This is an optimization exercise on Yosys and OpenROAD, whose aim is small area, not a production implementation. At most, simulation tests tie the RTL to the original design; equivalence was not proved. No driver is modelled on the clock port, so clocking that relies on it looks cheaper here than on a real chip. Power figures rest on the tool's default switching activity, not on a simulated workload.

==> job 2533 <==
## sdram
module sdram #(parameter FREQ = 50000000) (clk, reset, read, write, wr_strb, addr, cmd_ready, data_write, data_read, data_read_val, sdram_cs, sdram_bank, sdram_addr, sdram_ras, sdram_cas, sdram_we, sdram_data_in, sdram_data_out, sdram_drive_data);
  input clk;
  wire clk;
  input reset;
  wire reset;
  input read;
  wire read;
  input write;
  wire write;
  input [1:0] wr_strb;
  wire [1:0] wr_strb;
  input [25:0] addr;
  wire [25:0] addr;
  output cmd_ready;
  wire cmd_ready;
  input [15:0] data_write;
  wire [15:0] data_write;
  output [15:0] data_read;
  wire [15:0] data_read;
  output data_read_val;
  wire data_read_val;
  output sdram_cs;
  wire sdram_cs;
  output [1:0] sdram_bank;
  wire [1:0] sdram_bank;
  output [12:0] sdram_addr;
  wire [12:0] sdram_addr;
  output sdram_ras;
  wire sdram_ras;
  output sdram_cas;
  wire sdram_cas;
  output sdram_we;
  wire sdram_we;
  input [15:0] sdram_data_in;
  wire [15:0] sdram_data_in;
  output [15:0] sdram_data_out;
  wire [15:0] sdram_data_out;
  output sdram_drive_data;
  wire sdram_drive_data;
  wire _000_;
  wire _001_;
  wire _002_;
  wire _003_;
  wire _004_;
  wire _005_;
  wire _006_;
  wire _007_;
  wire _008_;
  wire _009_;
  wire _010_;
  wire _011_;
  wire _012_;
  wire _013_;
  wire _014_;
  wire _015_;
  wire _016_;
  wire _017_;
  wire _018_;
  wire _019_;
  wire _020_;
  wire _021_;
  wire _022_;
  wire _023_;
  wire _024_;
  wire _025_;
  wire _026_;
  wire _027_;
  wire _028_;
  wire _029_;
  wire _030_;
  wire _031_;
  wire _032_;
  wire _033_;
  wire _034_;
  wire _035_;
  wire _036_;
  wire _037_;
  wire _038_;
  wire _039_;
  wire _040_;
  wire _041_;
  wire _042_;
  wire _043_;
  wire _044_;
  wire _045_;
  wire _046_;
  wire _047_;
  wire _048_;
  wire _049_;
  wire _050_;
  wire _051_;
  wire _052_;
  wire _053_;
  wire _054_;
  wire _055_;
  wire _056_;
  wire _057_;
  wire _058_;
  wire _059_;
  wire _060_;
  wire _061_;
  wire _062_;
  wire _063_;
  wire _064_;
  wire _065_;
  wire _066_;
  wire _067_;
  wire _068_;
  wire _069_;
  wire _070_;
  wire _071_;
  wire _072_;
  wire _073_;
  wire _074_;
  wire _075_;
  wire _076_;
  wire _077_;
  wire _078_;
  wire _079_;
  wire _080_;
  wire _081_;
  ...
clock: 20.0 ns
lec_check: 0
cap_margin: 10
core_margin: 2
core_utilization: 65
gpl_timing_driven: 0
slew_margin: 10
synth_hierarchical: 1
synth_minimum_keep_size: 0
standard.sh (not shown) runs the stock make flow with config.mk's settings and CLKGATE_MAP_FILE= SYNTH_SCRIPT=/design/flow/synth_recipe.tcl, a recipe that flattens the netlist after the stock synthesis.
==> flow/flow/run.sh <==
#!/bin/bash
# Standard ORFS layout (the standard.sh) with these changes:
#  - port buffers use the smallest buffer cell instead of the one
#    buffer_ports picks by default;
#  - before placement's repair_design, every combinational cell is swapped
#    for the smallest cell of its family (flow/downsize.tcl); repair_design
#    then fixes any slew or load violation this causes;
#  - CTS without dummy loads, built from clkbuf_4; after CTS, flow/clkfix.tcl
#    swaps a leaf clkbuf_4 for a clkbuf_8 where its flip-flops would see a
#    clock slew over 105 ps (estimated), then re-legalises the placement;
#  - the buffers synthesis inserted are removed at floorplan.
# Each tool's output goes to standard.log here (ORFS keeps per-step logs
# under orfs/logs).
set -o pipefail
here=$(pwd)
export BUFFER_PORTS_ARGS="-buffer_cell sky130_fd_sc_hd__buf_1"
export PRE_RESIZE_TCL="$here/flow/downsize.tcl"
export POST_CTS_TCL="$here/flow/clkfix.tcl"
export CTS_ARGS='-sink_clustering_enable -repair_clock_nets -buf_list sky130_fd_sc_hd__clkbuf_4 -dont_use_dummy_load'
export REMOVE_ABC_BUFFERS=1
bash standard.sh finish > standard.log 2>&1
Other scripts of this flow, unchanged in this note and not shown: flow/flow/clkfix.tcl, flow/flow/downsize.tcl
==> job 1825: changes against job 2533 <==
CORE_UTILIZATION = 58   (was 65)
GPL_TIMING_DRIVEN = default   (was 0)
==> qor summary <==
item	job 2533	job 1825
Non-Filler Instances	716	730
Clock share of power	19.3%	18.5%
Overall track demand over capacity in global routing	27.2%	26.2%
Clock-pin slew reported for the worst setup and hold paths after clock tree synthesis	0.09 ns	0.10 ns
Delay of the slowest cell on the worst path	0.55 ns	0.50 ns
Total power draw	0.803 mW	0.799 mW
CP bufs+invs	2	3
Max Freq	96.2 MHz	95.7 MHz
Peak VDD IR	0.0000875 V	0.0000943 V
Wire length on met3	1.46 mm	1.40 mm
Fraction of power spent switching nets	30.1%	30.5%
Worst-Margin Slew	0.929 ns	1.07 ns
Leak pwr	2.34 nW	2.29 nW
Multi-input combinational cell area	1860 um2	1800 um2
Final core utilization	68.6%	60.8%
First-pass GRT wire length	23.0 mm	24.8 mm
Result of the run	no timing/DRC/antenna violations	no timing/DRC/antenna violations
GRT met3 Usage	9.34%	8.21%

---

==> build 19: inputs <==
sdram, a different RTL version from the one above (not shown whole).
export LEC_CHECK = 0
export CAP_MARGIN = 10
export CORE_MARGIN = 2
export CORE_UTILIZATION = 40
export SLEW_MARGIN = 10
export SYNTH_HIERARCHICAL = 1
export SYNTH_MINIMUM_KEEP_SIZE = 0
create_clock -name core_clock -period 20.0 [get_ports {clk}]
==> flow/flow/run.sh <==
#!/bin/bash
# Standard ORFS layout (the standard.sh) with these changes:
#  - port buffers use the smallest buffer cell instead of the one
#    buffer_ports picks by default;
#  - before placement's repair_design, every combinational cell is swapped
#    for the smallest cell of its family (flow/downsize.tcl); repair_design
#    then fixes any slew or load violation this causes;
#  - CTS without dummy loads, built from clkbuf_4 and clkbuf_8;
#  - the buffers synthesis inserted are removed at floorplan.
# Each tool's output goes to standard.log here (ORFS keeps per-step logs
# under orfs/logs).
set -o pipefail
here=$(pwd)
export BUFFER_PORTS_ARGS="-buffer_cell sky130_fd_sc_hd__buf_1"
export PRE_RESIZE_TCL="$here/flow/downsize.tcl"
export CTS_ARGS='-sink_clustering_enable -repair_clock_nets -buf_list {sky130_fd_sc_hd__clkbuf_4 sky130_fd_sc_hd__clkbuf_8} -sink_clustering_size 16 -dont_use_dummy_load'
export REMOVE_ABC_BUFFERS=1
bash standard.sh finish > standard.log 2>&1
==> flow/flow/downsize.tcl <==
# Swap each combinational cell for the smallest cell of its family (same
# function, lower drive); repair_design afterwards fixes slew and load.
set db [ord::get_db]
proc ds_dont_use {name} {
  foreach p $::env(DONT_USE_CELLS) { if {[string match $p $name]} { return 1 } }
  return 0
}
array set ds_best {}
foreach lib [$db getLibs] {
  foreach m [$lib getMasters] {
    set n [$m getName]
    if {![regexp {^(sky130_fd_sc_hd__[a-z0-9]+)_([0-9]+)$} $n -> base drv]} continue
    if {[ds_dont_use $n]} continue
    set a [expr {[$m getWidth] * [$m getHeight]}]
    if {![info exists ds_best($base)] || $a < [lindex $ds_best($base) 1]} {
      set ds_best($base) [list $n $a]
    }
  }
}
set ds_count 0
foreach inst [[ord::get_db_block] getInsts] {
  set m [$inst getMaster]
  set n [$m getName]
  if {![regexp {^(sky130_fd_sc_hd__[a-z0-9]+)_([0-9]+)$} $n -> base drv]} continue
  if {[regexp {^sky130_fd_sc_hd__(df|edf|sdf|dl|tap|conb|fill|decap|diode|clk)} $n]} continue
  if {![info exists ds_best($base)]} continue
  lassign $ds_best($base) bn ba
  if {$bn ne $n && $ba < [$m getWidth] * [$m getHeight]} {
    replace_cell [$inst getName] $bn
    incr ds_count
  }
}
puts "downsize: replaced $ds_count cells"
==> inputs of trial 30, as changes to build 19 <==
--- a/flow/config.mk
+++ b/flow/config.mk
@@ -7,7 +7,7 @@
 export LEC_CHECK = 0
 export CAP_MARGIN = 10
 export CORE_MARGIN = 2
-export CORE_UTILIZATION = 40
+export CORE_UTILIZATION = 65
 export SLEW_MARGIN = 10
 export SYNTH_HIERARCHICAL = 1
 export SYNTH_MINIMUM_KEEP_SIZE = 0
==> metrics.yaml <==
status: "no timing/DRC/antenna violations"
hpwl_mm: 11.3
die_width_microns: 137
min_period_ns: 10.60
wirelength_mm: 16.5
power_clock_uw: 173
rrSetupSlack_ns: 14.15
via_count: 4594
cp_slowest_cell: "buf_1"
# the run above: build 19

==> metrics.yaml <==
hpwl_mm: 10.5
status: "no timing/DRC/antenna violations"
die_width_microns: 108
wirelength_mm: 15.5
power_clock_uw: 172
min_period_ns: 10.55
via_count: 4648
cp_slowest_cell: "a221oi_1"
# the run above: trial 30


---

==> inputs of trial 86 <==
==> flow/design.v <==
module sdram_aoi222 (input logic a, b, c, d, e, f, output logic y);
  assign y = ~((a & b) | (c & d) | (e & f));
endmodule
module sdram_aoi22 (input logic a, b, c, d, output logic y);
  assign y = ~((a & b) | (c & d));
endmodule
module sdram_rowbit (
  input  logic [7:0] sel,
  input  logic [7:0] d,
  input  logic       r,
  output logic       m,
  output logic       eq
);
  logic y0, y1, y2;
  sdram_aoi222 u0 (.a(sel[0]), .b(d[0]), .c(sel[1]), .d(d[1]), .e(sel[2]), .f(d[2]), .y(y0));
  sdram_aoi222 u1 (.a(sel[3]), .b(d[3]), .c(sel[4]), .d(d[4]), .e(sel[5]), .f(d[5]), .y(y1));
  sdram_aoi22  u2 (.a(sel[6]), .b(d[6]), .c(sel[7]), .d(d[7]), .y(y2));
  assign m  = ~(y0 & y1 & y2);
  assign eq = ~(m ^ r);
endmodule
module sdram #(parameter FREQ = 50000000) (
  input  logic clk,
  input  logic reset,
  input  logic        read,
  input  logic        write,
  input  logic [1:0]  wr_strb,
  input  logic [25:0] addr,   
  output logic        cmd_ready,
  input  logic [15:0] data_write,
  output logic [15:0] data_read,
  output logic        data_read_val,
  output logic        sdram_cs,         
  output logic [1:0]  sdram_bank,       
  output logic [12:0] sdram_addr,       
  output logic        sdram_ras,        
  output logic        sdram_cas,        
  output logic        sdram_we,         
  input  logic [15:0] sdram_data_in,    
  output logic [15:0] sdram_data_out,   
  output logic        sdram_drive_data  
);
  localparam [12:0] MODE = 13'h0223;
  localparam [4:0]
    S_IDLE = 5'd0,
    S_PW = 5'd1,
    S_AW = 5'd2,
    S_RB = 5'd3,
    S_PRE = 5'd4,
    S_ACT = 5'd5,
    S_RD = 5'd6,
    S_WR = 5'd7,
    S_P0 = 5'd8,
    S_P1 = 5'd9,
    S_F0 = 5'd10,
    S_F1 = 5'd11,
    S_IPR = 5'd12,
    S_IA = 5'd13,
    S_IR = 5'd14,
    S_W3 = 5'd15,
    S_IP = 5'd16,
    S_POD = 5'd17,
    S_IP0 = 5'd24,
    S_IP1 = 5'd25,
    S_IW1 = 5'd18,
    S_IM0 = 5'd20,
    S_IM1 = 5'd22,
    S_IW2 = 5'd19,
    S_IAR1 = 5'd26,
    S_IW3 = 5'd21,
    S_IAR2 = 5'd27;
  localparam [8:0] T_END = 9'h005, T_POD = 9'h04b;
  logic [4:0]  st;
  localparam [4:0] C_END = 5'd1, C_VAL = 5'd21, C_2 = 5'd8, C_6 = 5'd26, C_25 = 5'd11;
  logic [4:0]  cnt;
  wire  [4:0]  cstep = {cnt[3:0], cnt[4] ^ cnt[2]};
  logic [8:0]  timer;
  logic        pending;
  logic        busy, rd_b;
  logic [2:0]  cb_b;      
  logic [9:0]  col_b;
  logic [15:0] data_b;
  logic [1:0]  strb_b;    
  logic [7:0]  open_rows;
  logic [12:0] rows [7:0];
  wire tz   = (timer == T_END);
  wire poc  = ~((st == S_IP) | (st == S_POD) | (st == S_IP0) | (st == S_IP1) |
                (st == S_IW1) | (st == S_IM0) | (st == S_IM1) | (st == S_IW2) |
                (st == S_IAR1) | (st == S_IW3) | (st == S_IAR2));
  wire done = (st == S_WR) | ((st == S_RB) & (cnt == C_END));
  wire take = cmd_ready & (read | write);
  assign cmd_ready = (~busy | done) & poc;
  assign data_read = sdram_data_in;
  assign data_read_val = (st == S_RB) & (cnt == C_VAL);
  wire        bsel = (st == S_ACT);
  wire [2:0]  ridx = bsel ? cb_b : addr[25:23];
  logic [7:0] sel;
  always_comb
    for (int i = 0; i < 8; i++)
      sel[i] = (ridx == i);
  logic [12:0] rrow, req;
  for (genvar g = 0; g < 13; g++) begin : g_row
    sdram_rowbit u_bit (
      .sel(sel),
      .d({rows[7][g], rows[6][g], rows[5][g], rows[4][g],
          rows[3][g], rows[2][g], rows[1][g], rows[0][g]}),
      .r(addr[10 + g]),
      .m(rrow[g]),
      .eq(req[g])
    );
  end
  wire live_op  = |(sel & open_rows);
  wire live_hit = &req;
  logic [4:0] dec;
  always_comb begin
    if (pending)
      dec = (|open_rows) ? S_P0 : S_F0;
    else if (read | write)
      dec = ~live_op ? S_ACT : ~live_hit ? S_PRE : read ? S_RD : S_WR;
    else
      dec = S_IDLE;
  end
  always_ff @(posedge clk) begin
    if (reset)
      st <= S_IP;
    else
      case (st)
        S_IDLE: st <= pending ? dec :
                      ~(read | write) ? S_IDLE :
                      ~live_op ? S_IA : ~live_hit ? S_IPR : S_IR;
        S_IA:   st <= pending ? ((|open_rows) ? S_P0 : S_F0) : S_ACT;
        S_IPR:  st <= pending ? ((|open_rows) ? S_P0 : S_F0) : S_PRE;
        S_IR:   st <= pending ? ((|open_rows) ? S_P0 : S_F0) : rd_b ? S_RD : S_WR;
        S_PRE:  st <= S_PW;
        S_PW:   st <= S_ACT;
        S_ACT:  st <= S_AW;
        S_AW:   st <= rd_b ? S_RD : S_WR;
        S_RD:   st <= S_RB;
        S_RB:   if (cnt == C_END) st <= dec;
        S_WR:   st <= dec;
        S_P0:   st <= S_P1;
        S_P1:   st <= S_F0;
        S_F0:   st <= S_F1;
        S_F1:   st <= S_W3;
        S_W3:   if (cnt == C_END) st <= (busy | take) ? S_IA : S_IDLE;
        S_IP:   st <= S_POD;
        S_POD:  if (cnt == C_END && timer == T_POD) st <= S_IP0;
        S_IP0:  st <= S_IP1;
        S_IP1:  st <= S_IW1;
        S_IW1:  st <= S_IM0;
        S_IM0:  st <= S_IM1;
        S_IM1:  st <= S_IW2;
        S_IW2:  st <= S_IAR1;
        S_IAR1: st <= S_IW3;
        S_IW3:  if (cnt == C_END) st <= S_IAR2;
        S_IAR2: st <= S_W3;
        default: st <= S_IDLE;
      endcase
    case (st)
      S_IP:   cnt <= C_25;
      S_POD:  if (tz) cnt <= cstep;
      S_RD:   cnt <= C_6;
      S_F1, S_IAR1, S_IAR2: cnt <= C_2;
      default: cnt <= cstep;
    endcase
  end
  always_ff @(posedge clk) begin
    if (reset || tz)
      timer <= 9'h1ff;
    else
      timer <= {timer[7:0], timer[8] ^ timer[4]};
    if (reset)
      pending <= 0;
    else if (tz)
      pending <= 1;
    else if (st == S_F1)
      pending <= 0;
  end
  always_ff @(posedge clk) begin
    if (reset)
      busy <= 0;
    else if (cmd_ready)
      busy <= read | write;
    if (cmd_ready) begin
      rd_b   <= read;
      cb_b   <= addr[25:23];
      col_b  <= addr[9:0];
      data_b <= data_write;
      strb_b <= read ? 2'b00 : wr_strb;
    end
  end
  always_ff @(posedge clk) begin
    if (reset)
      open_rows <= '0;
    else
      for (int i = 0; i < 8; i++)
        if (st == S_ACT && sel[i])
          open_rows[i] <= 1'b1;
        else if ((st == S_P0 && i < 4) || (st == S_P1 && i >= 4))
          open_rows[i] <= 1'b0;
    for (int i = 0; i < 8; i++)
      if (take && sel[i])
        rows[i] <= addr[22:10];
  end
  wire s_act = (st == S_ACT);
  wire s_rw  = (st == S_RD) | (st == S_WR);
  wire s_wr  = (st == S_WR);
  wire s_bc  = (st == S_PRE) | s_act | s_rw;                 
  wire s_pa  = (st == S_P0) | (st == S_P1) | (st == S_IP0) | (st == S_IP1);
  wire s_rf  = (st == S_F0) | (st == S_F1) | (st == S_IAR1) | (st == S_IAR2);
  wire s_md  = (st == S_IM0) | (st == S_IM1);
  wire s_cs1 = (st == S_P1) | (st == S_IP1) | (st == S_F1) | (st == S_IM1);
  assign sdram_ras = ~((st == S_PRE) | s_act | s_pa | s_rf | s_md);
  assign sdram_cas = ~(s_rw | s_rf | s_md);
  assign sdram_we  = ~((st == S_PRE) | s_pa | s_wr | s_md);
  assign sdram_cs  = s_bc ? cb_b[2] : s_cs1;
  assign sdram_bank = s_bc ? cb_b[1:0] : 2'b00;
  assign sdram_addr = s_act ? rrow :
                      s_rw  ? {strb_b, 1'b0, col_b} :
                      s_md  ? MODE :
                      {2'b00, s_pa, 10'd0};
  assign sdram_data_out = s_wr ? data_b : 16'd0;
  assign sdram_drive_data = s_wr;
endmodule
==> flow/flow/run.sh <==
#!/bin/bash
# Standard ORFS layout (the standard.sh) with these changes:
#  - port buffers use the smallest buffer cell instead of the one
#    buffer_ports picks by default;
#  - before placement's repair_design, every combinational cell is swapped
#    for the smallest cell of its family (flow/downsize.tcl); repair_design
#    then fixes any slew or load violation this causes;
#  - CTS without dummy loads, built from clkbuf_4 and clkbuf_8;
#  - the buffers synthesis inserted are removed at floorplan.
# Each tool's output goes to standard.log here (ORFS keeps per-step logs
# under orfs/logs).
set -o pipefail
here=$(pwd)
export BUFFER_PORTS_ARGS="-buffer_cell sky130_fd_sc_hd__buf_1"
export PRE_RESIZE_TCL="$here/flow/downsize.tcl"
export CTS_ARGS='-sink_clustering_enable -repair_clock_nets -buf_list {sky130_fd_sc_hd__clkbuf_4 sky130_fd_sc_hd__clkbuf_8} -sink_clustering_size 16 -dont_use_dummy_load'
export REMOVE_ABC_BUFFERS=1
bash standard.sh finish > standard.log 2>&1
==> flow/flow/downsize.tcl <==
# Swap each combinational cell for the smallest cell of its family (same
# function, lower drive); repair_design afterwards fixes slew and load.
set db [ord::get_db]
proc ds_dont_use {name} {
  foreach p $::env(DONT_USE_CELLS) { if {[string match $p $name]} { return 1 } }
  return 0
}
array set ds_best {}
foreach lib [$db getLibs] {
  foreach m [$lib getMasters] {
    set n [$m getName]
    if {![regexp {^(sky130_fd_sc_hd__[a-z0-9]+)_([0-9]+)$} $n -> base drv]} continue
    if {[ds_dont_use $n]} continue
    set a [expr {[$m getWidth] * [$m getHeight]}]
    if {![info exists ds_best($base)] || $a < [lindex $ds_best($base) 1]} {
      set ds_best($base) [list $n $a]
    }
  }
}
set ds_count 0
foreach inst [[ord::get_db_block] getInsts] {
  set m [$inst getMaster]
  set n [$m getName]
  if {![regexp {^(sky130_fd_sc_hd__[a-z0-9]+)_([0-9]+)$} $n -> base drv]} continue
  if {[regexp {^sky130_fd_sc_hd__(df|edf|sdf|dl|tap|conb|fill|decap|diode|clk)} $n]} continue
  if {![info exists ds_best($base)]} continue
  lassign $ds_best($base) bn ba
  if {$bn ne $n && $ba < [$m getWidth] * [$m getHeight]} {
    replace_cell [$inst getName] $bn
    incr ds_count
  }
}
puts "downsize: replaced $ds_count cells"
==> flow/standard.sh <==
#!/bin/bash
# synth_recipe.tcl (not shown) runs the flow's synth.tcl, then flattens the netlist and writes it again
# the make line also repeats each setting of config.mk as NAME=value (left out here)
make -C /OpenROAD-flow-scripts/flow DESIGN_CONFIG=/design/flow/config.mk WORK_HOME=/design/flow/orfs CLKGATE_MAP_FILE= SYNTH_SCRIPT=/design/flow/synth_recipe.tcl "${@:-finish}"
==> flow/config.mk <==
export PLATFORM = sky130hd
export DESIGN_NAME = sdram
export DESIGN_NICKNAME = sdram
export VERILOG_FILES = /design/flow/design.v
export SDC_FILE = /design/flow/constraint.sdc
export NUM_CORES = 4
export LEC_CHECK = 0
export CAP_MARGIN = 10
export CORE_MARGIN = 2
export CORE_UTILIZATION = 40
export SLEW_MARGIN = 10
export SYNTH_HIERARCHICAL = 1
export SYNTH_MINIMUM_KEEP_SIZE = 0
==> flow/constraint.sdc <==
create_clock -name core_clock -period 20.0 [get_ports {clk}]
set_input_delay 4.0000 -clock core_clock [delete_from_list [all_inputs] [get_ports {clk}]]
set_output_delay 4.0000 -clock core_clock [all_outputs]
set_load 0.01 [all_outputs]
==> build 6: changes against trial 86 <==
--- a/flow/design.v
+++ b/flow/design.v
@@ -189,14 +189,12 @@
     end
   end
   always_ff @(posedge clk) begin
-    if (reset)
+    if (reset || st == S_P0)
       open_rows <= '0;
     else
       for (int i = 0; i < 8; i++)
         if (st == S_ACT && sel[i])
           open_rows[i] <= 1'b1;
-        else if ((st == S_P0 && i < 4) || (st == S_P1 && i >= 4))
-          open_rows[i] <= 1'b0;
     for (int i = 0; i < 8; i++)
       if (take && sel[i])
         rows[i] <= addr[22:10];
- CORE_UTILIZATION: 40 -> 65
==> trial 37: changes against trial 86 <==
==> flow/design.v (replaced) <==
module sdram_rowbit (
  input  logic [7:0] sel,
  input  logic [7:0] d,
  input  logic       r,
  output logic       m,
  output logic       eq
);
  assign m  = |(sel & d);
  assign eq = ~(m ^ r);
endmodule
module sdram #(parameter FREQ = 50000000) (
  input  logic clk,
  input  logic reset,
  input  logic        read,
  input  logic        write,
  input  logic [1:0]  wr_strb,
  input  logic [25:0] addr,   
  output logic        cmd_ready,
  input  logic [15:0] data_write,
  output logic [15:0] data_read,
  output logic        data_read_val,
  output logic        sdram_cs,         
  output logic [1:0]  sdram_bank,       
  output logic [12:0] sdram_addr,       
  output logic        sdram_ras,        
  output logic        sdram_cas,        
  output logic        sdram_we,         
  input  logic [15:0] sdram_data_in,    
  output logic [15:0] sdram_data_out,   
  output logic        sdram_drive_data  
);
  localparam [12:0] MODE = 13'h0223;
  localparam [4:0]
    S_IDLE = 5'b00000,
    S_PW   = 5'b00001,    
    S_AW   = 5'b00010,    
    S_RB   = 5'b00011,    
    S_PRE  = 5'b00100,
    S_ACT  = 5'b00101,
    S_RD   = 5'b00110,
    S_WR   = 5'b00111,
    S_P0   = 5'b01000,    
    S_P1   = 5'b01001,    
    S_F0   = 5'b01010,    
    S_F1   = 5'b01011,    
    S_IPR  = 5'b01100,
    S_IA   = 5'b01101,
    S_IR   = 5'b01110,
    S_W3   = 5'b01111,    
    S_IP   = 5'b10000,    
    S_POD  = 5'b10001,    
    S_IP0  = 5'b11000,
    S_IP1  = 5'b11001,
    S_IW1  = 5'b10010,
    S_IM0  = 5'b10100,
    S_IM1  = 5'b10101,
    S_IW2  = 5'b10011,
    S_IAR1 = 5'b11010,
    S_IW3  = 5'b10110,
    S_IAR2 = 5'b11011;
  localparam [8:0] T_END = 9'h005, T_POD = 9'h04b;
  logic [4:0]  st;
  logic [4:0]  cnt;
  logic [8:0]  timer;
  logic        pending;
  logic        busy, rd_b;
  logic [2:0]  cb_b;      
  logic [9:0]  col_b;
  logic [15:0] data_b;
  logic [1:0]  strb_b;    
  logic [7:0]  open_rows;
  logic [12:0] rows [7:0];
  wire tz   = (timer == T_END);
  wire poc  = ~st[4];
  wire done = (st == S_WR) | ((st == S_RB) & (cnt == 0));
  wire take = cmd_ready & (read | write);
  assign cmd_ready = (~busy | done) & poc;
  assign data_read = sdram_data_in;
  assign data_read_val = (st == S_RB) & (cnt == 5);
  wire        bsel = (st == S_ACT) | (st == S_PRE);
  wire [2:0]  ridx = bsel ? cb_b : addr[25:23];
  logic [7:0] sel;
  always_comb
    for (int i = 0; i < 8; i++)
      sel[i] = (ridx == i);
  logic [12:0] rrow, req;
  for (genvar g = 0; g < 13; g++) begin : g_row
    sdram_rowbit u_bit (
      .sel(sel),
      .d({rows[7][g], rows[6][g], rows[5][g], rows[4][g],
          rows[3][g], rows[2][g], rows[1][g], rows[0][g]}),
      .r(addr[10 + g]),
      .m(rrow[g]),
      .eq(req[g])
    );
  end
  wire live_op  = |(sel & open_rows);
  wire live_hit = &req;
  logic [4:0] dec;
  always_comb begin
    if (pending)
      dec = (|open_rows) ? S_P0 : S_F0;
    else if (read | write)
      dec = ~live_op ? S_ACT : ~live_hit ? S_PRE : read ? S_RD : S_WR;
    else
      dec = S_IDLE;
  end
  always_ff @(posedge clk) begin
    if (reset)
      st <= S_IP;
    else
      case (st)
        S_IDLE: st <= (~pending & (read | write)) ? (dec[1] ? S_IR : (dec | 5'b01000)) : dec;
        S_IPR, S_IA, S_IR:
                if (pending) st <= (|open_rows) ? S_P0 : S_F0;
                else if (st == S_IR) st <= rd_b ? S_RD : S_WR;
                else st <= st & 5'b10111;
        S_PRE:  st <= S_PW;
        S_PW:   st <= S_ACT;
        S_ACT:  st <= S_AW;
        S_AW:   st <= rd_b ? S_RD : S_WR;
        S_RD:   st <= S_RB;
        S_RB:   if (cnt == 0) st <= dec;
        S_WR:   st <= dec;
        S_P0:   st <= S_P1;
        S_P1:   st <= S_F0;
        S_F0:   st <= S_F1;
        S_F1:   st <= S_W3;
        S_W3:   if (cnt == 0) st <= (busy | take) ? S_IA : S_IDLE;
        S_IP:   st <= S_POD;
        S_POD:  if (cnt == 0 && timer == T_POD) st <= S_IP0;
        S_IP0:  st <= S_IP1;
        S_IP1:  st <= S_IW1;
        S_IW1:  st <= S_IM0;
        S_IM0:  st <= S_IM1;
        S_IM1:  st <= S_IW2;
        S_IW2:  st <= S_IAR1;
        S_IAR1: st <= S_IW3;
        S_IW3:  if (cnt == 0) st <= S_IAR2;
        S_IAR2: st <= S_W3;
        default: st <= S_IDLE;
      endcase
    case (st)
      S_IP:   cnt <= 5'd25;
      S_POD:  if (tz) cnt <= cnt - 1;
      S_RD:   cnt <= 5'd6;
      S_F1, S_IAR1, S_IAR2: cnt <= 5'd2;
      default: cnt <= cnt - 1;
    endcase
  end
  always_ff @(posedge clk) begin
    if (reset || tz)
      timer <= 9'h1ff;
    else
      timer <= {timer[7:0], timer[8] ^ timer[4]};
    if (reset)
      pending <= 0;
    else if (tz)
      pending <= 1;
    else if (st == S_F1)
      pending <= 0;
  end
  always_ff @(posedge clk) begin
    if (reset)
      busy <= 0;
    else if (cmd_ready)
      busy <= read | write;
    if (cmd_ready) begin
      rd_b   <= read;
      cb_b   <= addr[25:23];
      col_b  <= addr[9:0];
      data_b <= data_write;
      strb_b <= read ? 2'b00 : wr_strb;
    end
  end
  always_ff @(posedge clk) begin
    if (reset)
      open_rows <= '0;
    else
      for (int i = 0; i < 8; i++)
        if (st == S_ACT && sel[i])
          open_rows[i] <= 1'b1;
        else if ((st == S_PRE && sel[i]) || (st == S_P0 && i < 4) || (st == S_P1 && i >= 4))
          open_rows[i] <= 1'b0;
    for (int i = 0; i < 8; i++)
      if (take && sel[i])
        rows[i] <= addr[22:10];
  end
  wire s_act = (st == S_ACT);
  wire s_rw  = (st == S_RD) | (st == S_WR);
  wire s_wr  = (st == S_WR);
  wire s_bc  = (st[4:2] == 3'b001);                        
  wire s_pa  = (st == S_P0) | (st == S_P1) | (st == S_IP0) | (st == S_IP1);
  wire s_rf  = (st == S_F0) | (st == S_F1) | (st == S_IAR1) | (st == S_IAR2);
  wire s_md  = (st == S_IM0) | (st == S_IM1);
  wire s_cs1 = (st == S_P1) | (st == S_IP1) | (st == S_F1) | (st == S_IM1);
  assign sdram_ras = ~((st == S_PRE) | s_act | s_pa | s_rf | s_md);
  assign sdram_cas = ~(s_rw | s_rf | s_md);
  assign sdram_we  = ~((st == S_PRE) | s_pa | s_wr | s_md);
  assign sdram_cs  = s_bc ? cb_b[2] : s_cs1;
  assign sdram_bank = s_bc ? cb_b[1:0] : 2'b00;
  assign sdram_addr = s_act ? rrow :
                      s_rw  ? {strb_b, 1'b0, col_b} :
                      s_md  ? MODE :
                      {2'b00, s_pa, 10'd0};
  assign sdram_data_out = s_wr ? data_b : 16'd0;
  assign sdram_drive_data = s_wr;
endmodule
==> flow/flow/run.sh (replaced) <==
#!/bin/bash
# Standard ORFS layout (the standard.sh) with these changes:
#  - port buffers use the smallest buffer cell instead of the one
#    buffer_ports picks by default;
#  - before placement's repair_design, every combinational cell is swapped
#    for the smallest cell of its family (flow/downsize.tcl); repair_design
#    then fixes any slew or load violation this causes;
#  - CTS without dummy loads, built from clkbuf_8.
# Each tool's output goes to standard.log here (ORFS keeps per-step logs
# under orfs/logs).
set -o pipefail
here=$(pwd)
export BUFFER_PORTS_ARGS="-buffer_cell sky130_fd_sc_hd__buf_1"
export PRE_RESIZE_TCL="$here/flow/downsize.tcl"
export CTS_ARGS="-sink_clustering_enable -repair_clock_nets -buf_list sky130_fd_sc_hd__clkbuf_8 -sink_clustering_size 20 -dont_use_dummy_load"
bash standard.sh finish > standard.log 2>&1
- CAP_MARGIN: 10 -> 20
- SLEW_MARGIN: 10 -> 20
==> key figures <==
Cells and area
  – Clock buf/inv share: 3.01%

Setup path
  – Crit path DAT: ~6.6 ns
  – Worst path buffer plus inverter count: 2
  – Reg2Reg Capture Point: st[1]

Run status
  – Outcome: no timing/DRC/antenna violations

Power and ir drop
  – Comb power: a little over 200 uW

Min path
  – Worst Min Path Start: timer[7]

Placement
  – Placed inst area: about 0.0076 mm2
# the run above: trial 86

==> key figures <==
Timing
  – Max Slew Vio Count: 0
  – Final period demand of the worst path: 10.63 ns

Setup path
  – R2R depth: 16
  – Reg2Reg Capture Point: st[0]
  – Worst path buffer plus inverter count: 3
  – Top delay family on crit path: simple AND/OR/NAND/NOR gates
  – Crit path DAT: 6.63 ns

Power and ir drop
  – Comb power: 145 uW

Cells and area
  – Clock buf/inv share: 2.92%

Run status
  – Outcome: no timing/DRC/antenna violations

Min path
  – Worst Min Path Start: timer[2]

Routing
  – Routed wire length: 19,300 um
# the run above: trial 37

==> key figures <==
Cells and area
  – Final Core Density: 70.7%
  – Clock buf/inv share: 3.07%

Setup path
  – Reg2Reg Capture Point: st[1]
  – Crit path DAT: between 6 and 7 ns
  – Worst path buffer plus inverter count: 2

Yosys
  – XOR/XNOR share of the synthesized area: between 1.5 and 2%

Placement
  – Placed inst area: 0.00738 mm2
  – Port Buffers: between 80 and 90

Min path
  – Worst Min Path Start: timer[5]

Timing
  – Final period demand of the worst path: 10.44 ns

Routing
  – DR top layer: met4

GRT
  – M2 GR Usage: between 40% and 50%

Run status
  – Outcome: no timing/DRC/antenna violations
# the run above: build 6

For trial 86, only the layout was checked, not whether the RTL still works.

==> re-timing with driven ports <==
The flow's constraints put no driver on any port. The routed layouts listed below were extracted and timed again, unchanged, in two steps.
Step 1 assumes that a clkbuf_16 drives the clock port and a buf_2 every other input.
Step 2 adds t to the input delays and takes it off the output delays; t is the mean of the earliest and latest rising clock arrival at the registers after step 1. Input paths then give back, and output paths get back, about the clock's delay inside the block.
Three values: ideal, step 1, step 2; two values: the first two.
run | shift t [ns] | slack for setup (ns) | latest minus earliest clock arrival (ns)
job 2533 | 0.589 | 9.601 / 9.564 / 9.564 | 0.034 / 0.034
job 1825 | 0.572 | 9.549 / 9.527 / 9.527 | 0.038 / 0.038
build 19 | 0.471 | 9.403 / 9.372 / 9.372 | 0.039 / 0.039
trial 30 | 0.463 | 9.451 / 9.419 / 9.419 | 0.030 / 0.030
trial 86 | 0.479 | 9.384 / 9.360 / 9.360 | 0.035 / 0.035
build 6 | 0.459 | 9.561 / 9.534 / 9.534 | 0.021 / 0.021
trial 37 | 0.477 | 9.370 / 9.340 / 9.340 | 0.031 / 0.030
After both steps setup and hold are still met in every run listed. The setup slack of job 2533, which loses most, moves by -0.037 ns with the drivers and by -0.037 ns with both steps.
